This design comes from an exercise in tuning for a short achievable clock period and few clock cycles on the open sky130 flow, not from production work. Function was checked by simulation only, so behaviour that the tests miss may differ from the original. Power and IR drop assume default switching activity.

### config.mk
export PLATFORM = sky130hd
export DESIGN_NAME = cpu_top
export DESIGN_NICKNAME = cpu_top
export VERILOG_FILES = /design/flow/design.v
export SDC_FILE = /design/flow/constraint.sdc
export NUM_CORES = 4
export LEC_CHECK = 0
export ABC_CLOCK_PERIOD_IN_PS = 2500
export CAP_MARGIN = 20
export CORE_MARGIN = 2
export CORE_UTILIZATION = 40
export SETUP_SLACK_MARGIN = 3.8
export SLEW_MARGIN = 20
export TNS_END_PERCENT = 100
### constraint.sdc
create_clock -name core_clock -period 7.0 [get_ports {clk}]
set_input_delay 1.4000 -clock core_clock [delete_from_list [all_inputs] [get_ports {clk}]]
set_output_delay 1.4000 -clock core_clock [all_outputs]
set_load 0.01 [all_outputs]
### design.v
`timescale 1ns/1ps
module ks_carry #(parameter W = 32, parameter CIN = 0, parameter L = 5) (   
    input  [W-1:0] a,
    input  [W-1:0] b,
    output [W-1:0] c,
    output         cout
);
    wire [W-1:0] g = a & b;
    wire [W-1:0] t = a | b;
    wire [W-1:0] G [1:L];
    wire [W-1:0] T [1:L];
    genvar l, i;
    generate
        for (i = 0; i < W; i = i + 1) begin : L1
            if (i >= 1) begin : C
                if (CIN != 0 && i == 1) begin : C1
                    assign G[1][i] = (a[i] & b[i]) | (a[i] & t[i-1]) | (b[i] & t[i-1]);
                end else begin : C0
                    assign G[1][i] = (a[i] & b[i]) | (a[i] & a[i-1] & b[i-1]) | (b[i] & a[i-1] & b[i-1]);
                end
                assign T[1][i] = t[i] & t[i-1];
            end else begin : N
                assign G[1][i] = (CIN != 0) ? t[i] : g[i];
                assign T[1][i] = t[i];
            end
        end
        for (l = 1; l < L; l = l + 1) begin : LV
            for (i = 0; i < W; i = i + 1) begin : B
                if (i >= (1 << l)) begin : C
                    assign G[l+1][i] = G[l][i] | (T[l][i] & G[l][i - (1 << l)]);
                    assign T[l+1][i] = T[l][i] & T[l][i - (1 << l)];
                end else begin : N
                    assign G[l+1][i] = G[l][i];
                    assign T[l+1][i] = T[l][i];
                end
            end
        end
    endgenerate
    assign c = {G[L][W-2:0], CIN != 0};
    assign cout = G[L][W-1];
endmodule
module alu(
    input  [31:0] ax,       
    input  [31:0] b,
    input  [2:0]  logop,    
    input         slt,
    output [31:0] p,        
    output [31:0] c,        
    output [31:0] other,    
    output        ltu
);
    wire cout;
    ks_carry #(32) K(.a(ax), .b(b), .c(c), .cout(cout));
    assign p = ax ^ b;
    assign ltu = cout;      
    assign other = ({32{logop[0]}} & (ax & b))
                 | ({32{logop[1]}} & (ax | b))
                 | ({32{logop[2]}} & p)
                 | {31'd0, slt & cout};
endmodule
`timescale 1ns/1ps
module control_unit(
    input [31:0] instr,
    output jump,         
    output condbr,       
    output regwrite,     
    output lw,
    output sw,
    output useimm,       
    output use_rs,       
    output use_rt,       
    output [4:0] rd,
    output [4:0] aluop   
);
    localparam RTYPE = 6'd0;
    localparam LW    = 6'd35;
    localparam SW    = 6'd43;
    localparam BEQ   = 6'd4;
    localparam ADDI  = 6'd8;
    wire [5:0] opcode = instr[31:26];
    wire [5:0] funct  = instr[5:0];
    wire is_r    = opcode == RTYPE;
    wire is_lw   = opcode == LW;
    wire is_sw   = opcode == SW;
    wire is_beq  = opcode == BEQ;
    wire is_addi = opcode == ADDI;
    wire same    = instr[25:21] == instr[20:16];
    assign jump     = is_beq & same;
    assign condbr   = is_beq & ~same;
    assign rd       = is_r ? instr[15:11] : instr[20:16];
    assign regwrite = (is_r | is_lw | is_addi) & (rd != 5'd0);
    assign lw       = is_lw;
    assign sw       = is_sw;
    assign useimm   = is_lw | is_sw | is_addi;
    assign use_rs   = is_r | is_lw | is_sw | is_addi | condbr;
    assign use_rt   = is_r | condbr;
    assign aluop[0] = is_r & (funct == 6'h22);
    assign aluop[1] = is_r & (funct == 6'h24);
    assign aluop[2] = is_r & (funct == 6'h25);
    assign aluop[3] = is_r & (funct == 6'h26);
    assign aluop[4] = is_r & (funct == 6'h2A);
endmodule
`timescale 1ns/1ps
module forwarding_unit(
    input [4:0] rs,
    input [4:0] rt,
    input use_rs,
    input use_rt,
    input [4:0] prod_rd,
    input prod_regwrite,    
    input prod_lw,
    output fa_alu,
    output fb_alu,
    output fs_ld,
    output stall
);
    wire ha = prod_regwrite & (prod_rd == rs);
    wire hb = prod_regwrite & (prod_rd == rt);
    assign fa_alu = ha & ~prod_lw;
    assign fb_alu = hb & ~prod_lw;
    assign fs_ld  = hb & prod_lw;
    assign stall  = prod_lw & ((ha & use_rs) | (hb & use_rt));
endmodule
`timescale 1ns/1ps
module hazard_unit(
    input e_taken,
    input [29:0] e_targetw,
    input stall,
    input f_jump,
    input [29:0] f_targetw,
    input [29:0] pcw,
    input [29:0] pcw1,
    output [29:0] pcw_next,
    output squash_f
);
    assign squash_f = e_taken | stall;
    assign pcw_next = e_taken ? e_targetw : stall ? pcw : (f_jump ? f_targetw : pcw1);
endmodule
`timescale 1ns/1ps
module reg_file(
    input clk,
    input rst,
    input we,
    input [4:0] rd_addr,
    input [31:0] rd_data,
    input [4:0] rs1_addr,
    input [4:0] rs2_addr,
    output [31:0] rs1_data,
    output [31:0] rs2_data
);
    wire [32*32-1:0] regs_flat;
    assign regs_flat[31:0] = 32'd0;
    genvar g;
    generate
        for (g = 1; g < 32; g = g + 1) begin : R
            reg [31:0] q;
            reg v;
            always @(posedge clk or posedge rst) begin
                if (rst) v <= 1'b0;
                else if (we && rd_addr == g) v <= 1'b1;
            end
            always @(posedge clk) begin
                if (we && rd_addr == g) q <= rd_data;
            end
            assign regs_flat[g*32 +: 32] = q & {32{v}};
        end
    endgenerate
    wire wr1 = we && (rd_addr != 0) && (rd_addr == rs1_addr);
    wire wr2 = we && (rd_addr != 0) && (rd_addr == rs2_addr);
    assign rs1_data = wr1 ? rd_data : regs_flat[rs1_addr*32 +: 32];
    assign rs2_data = wr2 ? rd_data : regs_flat[rs2_addr*32 +: 32];
endmodule
`timescale 1ns/1ps
module cpu_top(
    input clk,
    input rst,
    output [31:0] imem_addr,
    input  [31:0] imem_rdata,
    output [31:0] dmem_addr,
    output [31:0] dmem_wdata,
    output        dmem_we,
    input  [31:0] dmem_rdata
);
    reg [29:0] pcw;
    assign imem_addr = {pcw, 2'b00};
    wire [31:0] instr = imem_rdata;
    wire [4:0]  f_rs = instr[25:21];
    wire [4:0]  f_rt = instr[20:16];
    wire [31:0] f_imm = {{16{instr[15]}}, instr[15:0]};
    wire f_jump, f_condbr, f_regwrite, f_lw, f_sw, f_useimm, f_use_rs, f_use_rt;
    wire [4:0] f_rd;
    wire [4:0] f_aluop;    
    control_unit cu(.instr(instr), .jump(f_jump), .condbr(f_condbr), .regwrite(f_regwrite),
                    .lw(f_lw), .sw(f_sw), .useimm(f_useimm), .use_rs(f_use_rs), .use_rt(f_use_rt),
                    .rd(f_rd), .aluop(f_aluop));
    wire [29:0] pcw1 = pcw + 30'd1;
    wire [29:0] tc;
    wire tco;
    ks_carry #(30, 1, 5) TGT(.a(pcw), .b(f_imm[29:0]), .c(tc), .cout(tco));
    wire [29:0] f_targetw = pcw ^ f_imm[29:0] ^ tc;
    reg  [31:0] m_res, m_addr, m_wdata;
    reg  [4:0]  m_rd;
    reg         m_regwrite, m_lw, m_we;
    wire [31:0] m_wval = m_lw ? dmem_rdata : m_res;
    wire [31:0] f_a, f_b;
    reg_file rf(.clk(clk), .rst(rst), .we(m_regwrite), .rd_addr(m_rd), .rd_data(m_wval),
                .rs1_addr(f_rs), .rs2_addr(f_rt), .rs1_data(f_a), .rs2_data(f_b));
    reg [31:0] e_ax, e_bop, e_st;    
    reg [29:0] e_targetw;
    reg [4:0]  e_rd;
    reg [4:0]  e_aluop;
    reg        e_arith, e_inv, e_fs_ld;    
    reg        e_regwrite, e_lw, e_sw, e_condbr;
    wire fa_alu, fb_alu, fs_ld, stall;
    forwarding_unit fwd(.rs(f_rs), .rt(f_rt), .use_rs(f_use_rs), .use_rt(f_use_rt),
                        .prod_rd(e_rd), .prod_regwrite(e_regwrite), .prod_lw(e_lw),
                        .fa_alu(fa_alu), .fb_alu(fb_alu), .fs_ld(fs_ld), .stall(stall));
    wire [31:0] p, c, other;
    wire ltu;
    alu ALU(.ax(e_ax), .b(e_bop), .logop(e_aluop[3:1]), .slt(e_aluop[4]), .p(p), .c(c),
            .other(other), .ltu(ltu));
    wire [31:0] alu_result = ({32{e_arith}} & (p ^ c ^ {32{e_inv}})) | other;
    wire f_inv = f_aluop[0] | f_aluop[4];
    wire a_arith = fa_alu & e_arith;
    wire [31:0] a_mask = {32{e_inv ^ f_inv}};
    wire [31:0] a_rest = (fa_alu ? other : f_a) ^ {32{f_inv}};
    wire [31:0] e_ax_next = ({32{a_arith}} & (p ^ a_mask ^ c)) | ({32{~a_arith}} & a_rest);
    wire bsel = fb_alu & ~f_useimm;
    wire b_arith = bsel & e_arith;
    wire [31:0] b_rest = f_useimm ? f_imm : (fb_alu ? other : f_b);
    wire [31:0] e_bop_next = ({32{b_arith}} & (p ^ {32{e_inv}} ^ c)) | ({32{~b_arith}} & b_rest);
    wire s_arith = fb_alu & e_arith;
    wire [31:0] s_rest = fb_alu ? other : f_b;
    wire [31:0] e_st_next = ({32{s_arith}} & (p ^ {32{e_inv}} ^ c)) | ({32{~s_arith}} & s_rest);
    wire e_taken = e_condbr & (e_ax == e_bop);
    wire [31:0] sv = e_fs_ld ? dmem_rdata : e_st;     
    wire [29:0] pcw_next;
    wire squash_f;
    hazard_unit hzd(.e_taken(e_taken), .e_targetw(e_targetw), .stall(stall), .f_jump(f_jump),
                    .f_targetw(f_targetw), .pcw(pcw), .pcw1(pcw1), .pcw_next(pcw_next),
                    .squash_f(squash_f));
    always @(posedge clk or posedge rst) begin
        if (rst) pcw <= 30'd0;
        else pcw <= pcw_next;
    end
    always @(posedge clk or posedge rst) begin
        if (rst) begin
            e_regwrite <= 1'b0; e_lw <= 1'b0; e_sw <= 1'b0; e_condbr <= 1'b0;
        end else begin
            e_regwrite <= f_regwrite & ~squash_f;
            e_lw       <= f_lw & ~squash_f;
            e_sw       <= f_sw & ~squash_f;
            e_condbr   <= f_condbr & ~squash_f;
        end
    end
    always @(posedge clk) begin
        e_ax  <= e_ax_next;
        e_bop <= e_bop_next;
        e_st  <= e_st_next;
        e_fs_ld <= fs_ld;
        e_targetw <= f_targetw;
        e_rd <= f_rd;
        e_aluop <= f_aluop;
        e_arith <= ~|f_aluop[4:1];
        e_inv <= f_inv;
    end
    always @(posedge clk or posedge rst) begin
        if (rst) begin
            m_regwrite <= 1'b0; m_lw <= 1'b0; m_we <= 1'b0;
            m_addr <= 32'd0;
        end else begin
            m_regwrite <= e_regwrite;
            m_lw <= e_lw;
            m_we <= e_sw;
            m_addr <= alu_result;
        end
    end
    always @(posedge clk) begin
        m_res <= alu_result;
        m_wdata <= sv;
        m_rd <= e_rd;
    end
    assign dmem_addr  = m_addr;
    assign dmem_wdata = m_wdata;
    assign dmem_we    = m_we;
endmodule
### run.sh
#!/bin/bash
# synth_recipe.tcl (not shown) runs the flow's synth.tcl, then flattens the netlist and writes it again
# the make line also repeats each setting of config.mk as NAME=value (left out here)
make -C /OpenROAD-flow-scripts/flow DESIGN_CONFIG=/design/flow/config.mk WORK_HOME=/design/flow/orfs CLKGATE_MAP_FILE= SYNTH_SCRIPT=/design/flow/synth_recipe.tcl finish
==> results of run 1 <==
-- worst reg2reg max path: stages, from the launching register on --
cell and delay, ns:
dfrtp_2 0.68, buf_4 0.38, nand2_1 0.12, o21ai_1 0.07, mux4_2 0.47, o211ai_1 0.66, o21ai_2 0.21, a222oi_1 0.38
a31oi_1 0.13
-- through the flow --
stage	setup WS (ns)	instances	utilization	power (W)	area, um^2
floorplan	3.43	6450	-	0.0113	70700
global placement	2.12	8441	0.426	0.0126	72900
detailed placement	2.07	8442	0.426	0.0126	72900
CTS	3.67	8769	0.464	0.0208	79400
global route	3.71	8814	0.470	0.0215	80400
finish	3.69	8820	0.470	0.0209	80400
-- cells in the final DEF, fill, tap and decap left out, types with 121 or more instances in the layout --
cell type / instances
a21oi_1: 196
edfxtp_1: 992
ha_1: 122
o21ai_0: 564
nor2_1: 251
o21ai_1: 181
buf_4: 177
nand3_1: 663
o211ai_1: 311
nand2_1: 750
inv_1: 136
clkbuf_16: 162
clkdlybuf4s50_1: 121
dfxtp_1: 196
mux4_2: 189
-- final cells by class --
| cell class | instances | area, um^2 |
|---|---|---|
| fill | 15400 | 90700 |
| sequential | 1299 | 36500 |
| multi-input combinational | 4440 | 30700 |
| timing repair buffer | 428 | 4810 |
| clock buffer | 188 | 4030 |
| tap | 2233 | 2790 |
| clock inverter | 76 | 931 |
| inverter | 150 | 614 |
| antenna | 6 | 15.0 |
-- sequential cells by signal, indices dropped and copies added (netlist names), 4 cells and up --
name and flops:
e_bop 32, pcw 30, m_wdata 32, e_st 32
e_aluop 4, rf.R.q 992, e_targetw 30, e_ax 32
e_rd 5, m_addr 32, m_rd 5, m_res 32
rf.R.v 31
-- kinds of logic after synthesis --
family | synth area share
other cells | 0.0000546
simple gates | 0.135
fa+ha+maj | 0.0245
xor+xnor | 0.0196
buf+inv | 0.0447
compound gates | 0.169
mux | 0.0760
flops | 0.530
-- power by group --
| part | internal (W) | switching (W) |
|---|---|---|
| logic | 0.00121 | 0.00251 |
| registers | 0.00896 | 0.000210 |
| clock network | 0.00474 | 0.00328 |
-- routing by layer --
layer  wire length, um  part of all wire  GRT usage
met3             33000              0.12     0.0726
met1            102000              0.38      0.392
met5                26          0.000096          0
met2            122000              0.45      0.465
met4             14800             0.054      0.138
-- how the worst min path moves through the flow --
stage                     cells after the start             end           start  slack (ns)
final                                         0  m_we$_DFF_PP0_  e_sw$_DFF_PP0_        0.35
after global routing                          0  m_we$_DFF_PP0_  e_sw$_DFF_PP0_        0.36
after CTS                                     0  m_we$_DFF_PP0_  e_sw$_DFF_PP0_        0.35
after detailed placement                      0  m_we$_DFF_PP0_  e_sw$_DFF_PP0_        0.34
after global placement                        0  m_we$_DFF_PP0_  e_sw$_DFF_PP0_        0.34
after floorplan                               0  m_we$_DFF_PP0_  e_sw$_DFF_PP0_        0.33
-- repair_timing --
item / in CTS / in global routing
gates cloned: 16 / 14
buffers inserted: 47 / 31
setup endpoints to repair: 181 / 110
hold buffers: 0 / 0
pin swaps: 23 / 31
gates resized for setup: 247 / 136
==> impl_metrics.sql, run 1 <==
INSERT INTO impl_metrics (metric_group, metric, value, unit) VALUES
('yosys', 'post_synth_instance_area', '68700', 'um^2'),
('yosys', 'synthesis.instances', '6449', ''),
('die', 'fp.dieH', '418', 'um'),
('worst_setup_path', 'critPathTopFamily', 'compound AO/OA/AOI/OAI gates', ''),
('finish', 'finish.net_count', '6662', ''),
('worst_setup_path', 'critical_path_cell_count', '11', ''),
('cts', 'worstSkewPairLatency', '0.83', 'ns'),
('yosys', 'unique_masters_post_synth', '101', ''),
('die', 'start_util', '0.401', ''),
('global_route', 'gr-usage-all-layers', '0.298', ''),
('finish', 'layout-drive-gt1-share', '0.180', ''),
('sta', 'finalHoldViolCount', '0', ''),
('sta', 'finalSetupTns', '0', 'ns'),
('yosys', 'synth.yosys.seq_area_share', '0.530', ''),
('yosys', 'synth_enable_flop_cells', '992', ''),
('die', 'site_row_count', '152', ''),
('drt', 'vias', '57800', ''),
('die', 'die_footprint', '175000', 'um^2'),
('drt', 'via_per_inst', '6.55', ''),
('global_route', 'grt_pass1_vias', '53600', ''),
('sta', 'max-slew-margin-rel', '0.266', ''),
('sta', 'tightest_slew', '1.10', 'ns'),
('yosys', 'synth_cell_count_leaders', 'edfxtp_1, o21ai_0, nand2_1', ''),
('yosys', 'yosys_register_bits', '1299', ''),
('worst_setup_path', 'critPathLaunch', 'imem_rdata[21]', ''),
('die', 'die-width', '418', 'um'),
('cts', 'h-tree-depth', '4', ''),
('cts', 'cts_max_path_buffers', '3', ''),
('sta', 'fin_skew', '0.0339', 'ns'),
('global_route', 'grt_max_degree', '101', ''),
('worst_setup_path', 'critPathCapture', 'e_ax[28]$_DFF_P_', ''),
('power', 'power-per-cell-area', '260', 'nW/um^2'),
('worst_setup_path', 'regToRegSetupSlack', '3.76', 'ns'),
('drt', 'ant_nets', '0', ''),
('finish', 'syn_to_final_growth', '17.1', '%'),
('sta', 'clock_period_minus_worst_slack', '3.31', 'ns'),
('sta', 'timing.hold.ws', '0.353', 'ns'),
('worst_setup_path', 'startpoint_type', 'input pin', ''),
('worst_setup_path', 'arrival_time_at_the_worst_endpoint', '4.04', 'ns'),
('drt', 'postRouteWirelength', '272000', 'um'),
('die', 'placeableCoreArea', '171000', 'um^2'),
('global_route', 'global_route_wire_length_before_repair', '382000', 'um'),
('cts', 'numCtsBuffers', '143', ''),
('yosys', 'synth_flop_cell', 'edfxtp_1', ''),
('status', 'run_status', 'timing/DRC/antenna clean', ''),
('power', 'max-vdd-ir-drop', '214', 'uV'),
('yosys', 'async_flop_share', '0.0770', ''),
('yosys', 'post_synth.cell_area_avg', '10.7', 'um^2'),
('sta', 'setup_viol', '0', ''),
('cts', 'cts_tree', 'done', ''),
('global_route', 'antenna_found_initial', '12', ''),
('yosys', 'ys_warn_count', '4', ''),
('worst_setup_path', 'critical_path_required', '7.73', 'ns'),
('drt', 'detailedRoute.firstIterationViolations', '8930', ''),
('worst_setup_path', 'timing.critical_path.cells', 'buf_16 -> buf_16 -> and2_4 -> nand2_1 -> o21ai_0 -> mux4_2 -> o211ai_1 -> o211ai_1 -> o21ai_2 -> a2bb2oi_2 -> xnor2_1', ''),
('worst_setup_path', 'worstPathBufferInverterCount', '2', ''),
('placed_design', 'hpwlAfterDp', '165000', 'um'),
('worst_setup_path', 'worstReg2RegEnd', 'e_bop[12]$_DFF_P_', ''),
('worst_setup_path', 'crit_type', 'in -> reg', ''),
('cts', 'cts.clk_slew.worst_paths', '0.06', 'ns'),
('yosys', 'yosysTopAreaCell', 'edfxtp_1', ''),
('sta', 'timing_max_transition_violations_final', '0', ''),
('placed_design', 'finalWeightedCongestion', '0.950', ''),
('sta', 'period_share', '0.473', ''),
('yosys', 'synth_area_leaders', 'edfxtp_1, mux4_2, dfxtp_1, o21ai_0, nand3_1', ''),
('drt', 'dr.pass1.iters', '8', ''),
('sta', 'rsz0062_at_grt', 'yes', ''),
('cts', 'clock-root-buffer', 'clkbuf_16', ''),
('worst_setup_path', 'worst_r2r_path_depth', '8', ''),
('sta', 'clock.fmax', '302', 'MHz'),
('yosys', 'synth_top_area_frac', '0.433', '');
Testbench counts, summed over its fixed seeds: cycles 30,109.
==> inputs of run 2 (changes only) <==
==> flow/run.sh (new file) <==
#!/bin/bash
# The standard layout (the standard.sh, unchanged synthesis), except that the port
# buffers are sky130_fd_sc_hd__buf_4 (resizable within the buf family) instead of the
# default pick, clkdlybuf4s50_1, which repair cannot resize into a faster buffer.
set -o pipefail
bash standard.sh "BUFFER_PORTS_ARGS=-buffer_cell sky130_fd_sc_hd__buf_4" finish > standard.log 2>&1
==> standard.sh (new file) <==
#!/bin/bash
# synth_recipe.tcl (not shown) runs the flow's synth.tcl, then flattens the netlist and writes it again
# the make line also repeats each setting of config.mk as NAME=value (left out here)
make -C /OpenROAD-flow-scripts/flow DESIGN_CONFIG=/design/flow/config.mk WORK_HOME=/design/flow/orfs CLKGATE_MAP_FILE= SYNTH_SCRIPT=/design/flow/synth_recipe.tcl "${@:-finish}"
removed: run.sh
==> impl_metrics.sql, run 2 <==
INSERT INTO impl_metrics (metric_group, metric, value, unit) VALUES
('status', 'run_status', 'timing/DRC/antenna clean', ''),
('worst_setup_path', 'crit_path_top_delay_cell', 'o211ai_1', ''),
('worst_setup_path', 'critical_path_peak_fanout', '57', ''),
('drt', 'postRouteWirelength', '275000', 'um'),
('worst_setup_path', 'r2r-start', 'rf.R[5].v$_DFFE_PP0P_', ''),
('sta', 'tightest_slew', '1.08', 'ns'),
('die', 'fp.dieH', '418', 'um'),
('worst_setup_path', 'timing.critical_path.cells', 'buf_16 -> buf_16 -> o21ai_0 -> mux4_2 -> o211ai_1 -> o211ai_1 -> o21ai_1 -> a2bb2oi_2 -> xnor2_1', ''),
('drt', 'dr.pass1.iters', '8', ''),
('sta', 'fin_ws', '3.73', 'ns'),
('finish', 'fillCellCount', '15400', ''),
('cts', 'cts_tree', 'done', ''),
('cts', 'clock-root-buffer', 'clkbuf_16', ''),
('sta', 'finalHoldViolCount', '0', ''),
('yosys', 'post_synth.cell_area_avg', '10.7', 'um^2'),
('sta', 'rsz0062_at_grt', 'yes', ''),
('cts', 'worstSkewPairLatency', '0.82', 'ns'),
('drt', 'vias', '58200', ''),
('global_route', 'grt_max_degree', '125', ''),
('cts', 'numCtsBuffers', '144', ''),
('sta', 'clock_period_minus_worst_slack', '3.27', 'ns'),
('yosys', 'yosysTopAreaCell', 'edfxtp_1', ''),
('finish', 'max_flop_register', 'rf.R.q', ''),
('die', 'die-width', '418', 'um'),
('drt', 'drt_drc_violations_left', '0', ''),
('worst_setup_path', 'regToRegSetupSlack', '3.81', 'ns'),
('sta', 'max-slew-margin-rel', '0.278', ''),
('hold_path', 'hold_end', 'm_we$_DFF_PP0_', ''),
('die', 'die_footprint', '175000', 'um^2'),
('yosys', 'unique_masters_post_synth', '101', ''),
('worst_setup_path', 'crit_type', 'in -> reg', ''),
('cts', 'clkSinkCount', '1299', ''),
('global_route', 'grt_residual_overflow', '0', ''),
('global_route', 'global_route_wire_length_before_repair', '381000', 'um'),
('placed_design', 'port_buffers', '160', ''),
('yosys', 'synth_cell_count_leaders', 'edfxtp_1, o21ai_0, nand2_1', ''),
('yosys', 'post_synth_instance_area', '68700', 'um^2'),
('placed_design', 'hpwlAfterDp', '162000', 'um'),
('yosys', 'synth_enable_flop_cells', '992', ''),
('placed_design', 'finalWeightedCongestion', '0.970', ''),
('finish', 'layout-drive-gt1-share', '0.190', ''),
('hold_path', 'min-delay-path-class', 'reg -> reg', ''),
('drt', 'via_per_inst', '6.61', ''),
('finish', 'most-common-layout-cells', 'edfxtp_1, nand2_1, nand3_1', ''),
('global_route', 'antenna_found_initial', '4', ''),
('power', 'max-vdd-ir-drop', '280', 'uV'),
('flow_run', 'drv_cap', '0', ''),
('hold_path', 'hold_path_depth', '0', ''),
('sta', 'timing.hold.ws', '0.352', 'ns'),
('worst_setup_path', 'crit_path_end_kind', 'flip-flop', ''),
('finish', 'leading_cell_type_in_the_layout_fill_and_taps_excluded', 'edfxtp_1', ''),
('power', 'power-per-cell-area', '255', 'nW/um^2'),
('worst_setup_path', 'critical_path.max_stage_delay', '0.61', 'ns'),
('worst_setup_path', 'arrival_time_at_the_worst_endpoint', '3.95', 'ns'),
('yosys', 'ys_warn_count', '4', ''),
('drt', 'wire_per_inst', '31.3', 'um'),
('die', 'start_util', '0.401', ''),
('die', 'site_row_count', '152', ''),
('sta', 'timing_max_transition_violations_final', '0', ''),
('finish', 'syn_to_final_growth', '16.6', '%'),
('placed_design', 'preCtsSetupSlack', '1.93', 'ns'),
('cts', 'cts.clk_slew.worst_paths', '0.06', 'ns'),
('power', 'fin_total_pwr', '0.0204', 'W'),
('cts', 'cts_max_path_buffers', '3', ''),
('drt', 'ant_nets', '0', ''),
('sta', 'finalSetupTns', '0', 'ns'),
('yosys', 'yosys_register_bits', '1299', ''),
('sta', 'clock.fmax', '306', 'MHz'),
('die', 'placeableCoreArea', '171000', 'um^2'),
('sta', 'fin_skew', '0.0308', 'ns'),
('sta', 'period_share', '0.467', ''),
('finish', 'finish.net_count', '6647', ''),
('worst_setup_path', 'critical_path_required', '7.68', 'ns'),
('sta', 'setup_viol', '0', ''),
('finish', 'largest_reg_flops', '992', ''),
('drt', 'detailedRoute.firstIterationViolations', '9311', ''),
('cts', 'h-tree-depth', '4', ''),
('yosys', 'synth_top_area_frac', '0.433', ''),
('die', 'num_io_pins', '163', ''),
('power', 'power.static_leakage', '26.1', 'nW'),
('yosys', 'synth_area_leaders', 'edfxtp_1, mux4_2, dfxtp_1, o21ai_0, nand3_1', ''),
('global_route', 'gr-usage-all-layers', '0.298', ''),
('yosys', 'synth.yosys.seq_area_share', '0.530', ''),
('worst_setup_path', 'startpoint_type', 'input pin', ''),
('hold_path', 'min_from', 'e_sw$_DFF_PP0_', ''),
('yosys', 'synthesis.instances', '6449', ''),
('yosys', 'async_flop_share', '0.0770', ''),
('global_route', 'grt_pass1_vias', '53600', ''),
('yosys', 'post-synth-top-count-cell', 'edfxtp_1', ''),
('worst_setup_path', 'worst_r2r_path_depth', '9', ''),
('worst_setup_path', 'worstReg2RegEnd', 'e_bop[23]$_DFF_P_', ''),
('yosys', 'synth_flop_cell', 'edfxtp_1', '');
-- run 2: worst max-delay path, delay by kind of cell --
family | cells | cell delay (ns)
mux | 1 | 0.48
buf+inv | 2 | 0.55
xor+xnor | 1 | 0.07
compound gates | 5 | 1.34
-- run 2: routing by layer --
metal | share of wire | GRT usage
met1 | 0.37 | 0.389
met2 | 0.45 | 0.465
met3 | 0.13 | 0.0775
met4 | 0.052 | 0.136
met5 | 0.000047 | 0
-- run 2: worst max path at each step --
stage	start	slack (ns)	end
after floorplan	imem_rdata[0]	3.43	pcw[18]$_DFFE_PP0P_
after global placement	imem_rdata[22]	1.90	e_ax[14]$_DFF_P_
after detailed placement	imem_rdata[22]	1.93	e_ax[14]$_DFF_P_
after CTS	imem_rdata[17]	3.73	e_bop[8]$_DFF_P_
after global routing	imem_rdata[15]	3.71	pcw[28]$_DFFE_PP0P_
final	imem_rdata[21]	3.73	e_ax[28]$_DFF_P_
-- run 2: stage by stage --
step / instance area (um^2) / utilization / instances
finish: 80100 / 0.468 / 8805
global route: 80100 / 0.468 / 8801
CTS: 78700 / 0.460 / 8735
detailed placement: 72400 / 0.423 / 8423
global placement: 72400 / 0.423 / 8422
floorplan: 70700 / - / 6450
-- run 2: cell families (layout without fill, tap and decap cells) --
family,after synthesis,after routing,share of synthesized area
AO/OA/AOI/OAI,1827,1827,0.169
adder cells (fa/ha/maj),134,134,0.0245
multiplexers,276,276,0.0760
buffers and inverters,713,829,0.0447
XOR/XNOR,154,154,0.0196
flip-flops,1299,1299,0.530
AND/OR/NAND/NOR,2045,2047,0.135
other,1,6,0.0000546
-- run 2: repair_timing --
item | 4_1_cts | 5_1_grt
cloned | 27 | 22
setup endpoints to repair | 139 | 123
pin swaps | 19 | 39
resized for setup | 165 | 121
hold buffers | 0 | 0
buffers inserted | 18 | 43
-- run 2: report_power, final --
part | total [W] | internal [W] | switching (W)
logic | 0.00364 | 0.00117 | 0.00247
registers | 0.00923 | 0.00895 | 0.000278
clock network | 0.00753 | 0.00429 | 0.00324
total | 0.0204 | 0.0144 | 0.00599
-- run 2: layout make-up --
| class | count | area, um^2 | area share |
|---|---|---|---|
| inverter | 150 | 628 | 0.00784 |
| clock inverter | 71 | 609 | 0.00761 |
| timing repair buffer | 411 | 4800 | 0.0599 |
| sequential | 1299 | 36500 | 0.455 |
| multi-input combinational | 4440 | 30800 | 0.384 |
| clock buffer | 196 | 4010 | 0.0501 |
| tap | 2233 | 2790 | 0.0349 |
| antenna | 4 | 10.0 | 0.000125 |
| timing repair inverter | 1 | 11.3 | 0.000141 |

## what the ideal ports hide
Ports are ideal in the flow. The routed layouts listed here were re-timed in OpenROAD. Step 1: set_driving_cell puts a clkbuf_16 on clk and a buf_2 on each other input, an assumption about the parent block. Step 2 also shifts input and output timing later by t, the mid clock arrival at the registers, as if the neighbouring blocks saw the same clock. Slacks: ideal / step 1 / step 2; pairs: ideal / step 1.
run	shift t [ns]	setup WS [ns]	hold WS [ns]	worst setup path at the end	pins driven straight from the clock port
run 1	0.905	3.689 / 3.383 / 2.477	0.353 / 0.353 / 0.353	input to register	1
run 2	0.901	3.732 / 3.504 / 2.603	0.352 / 0.352 / 0.352	input to register	1
After both steps setup and hold are still met in every run listed. For run 1, which loses most, drivers alone change the setup slack by -0.306 ns; drivers and shift together by -1.212 ns.
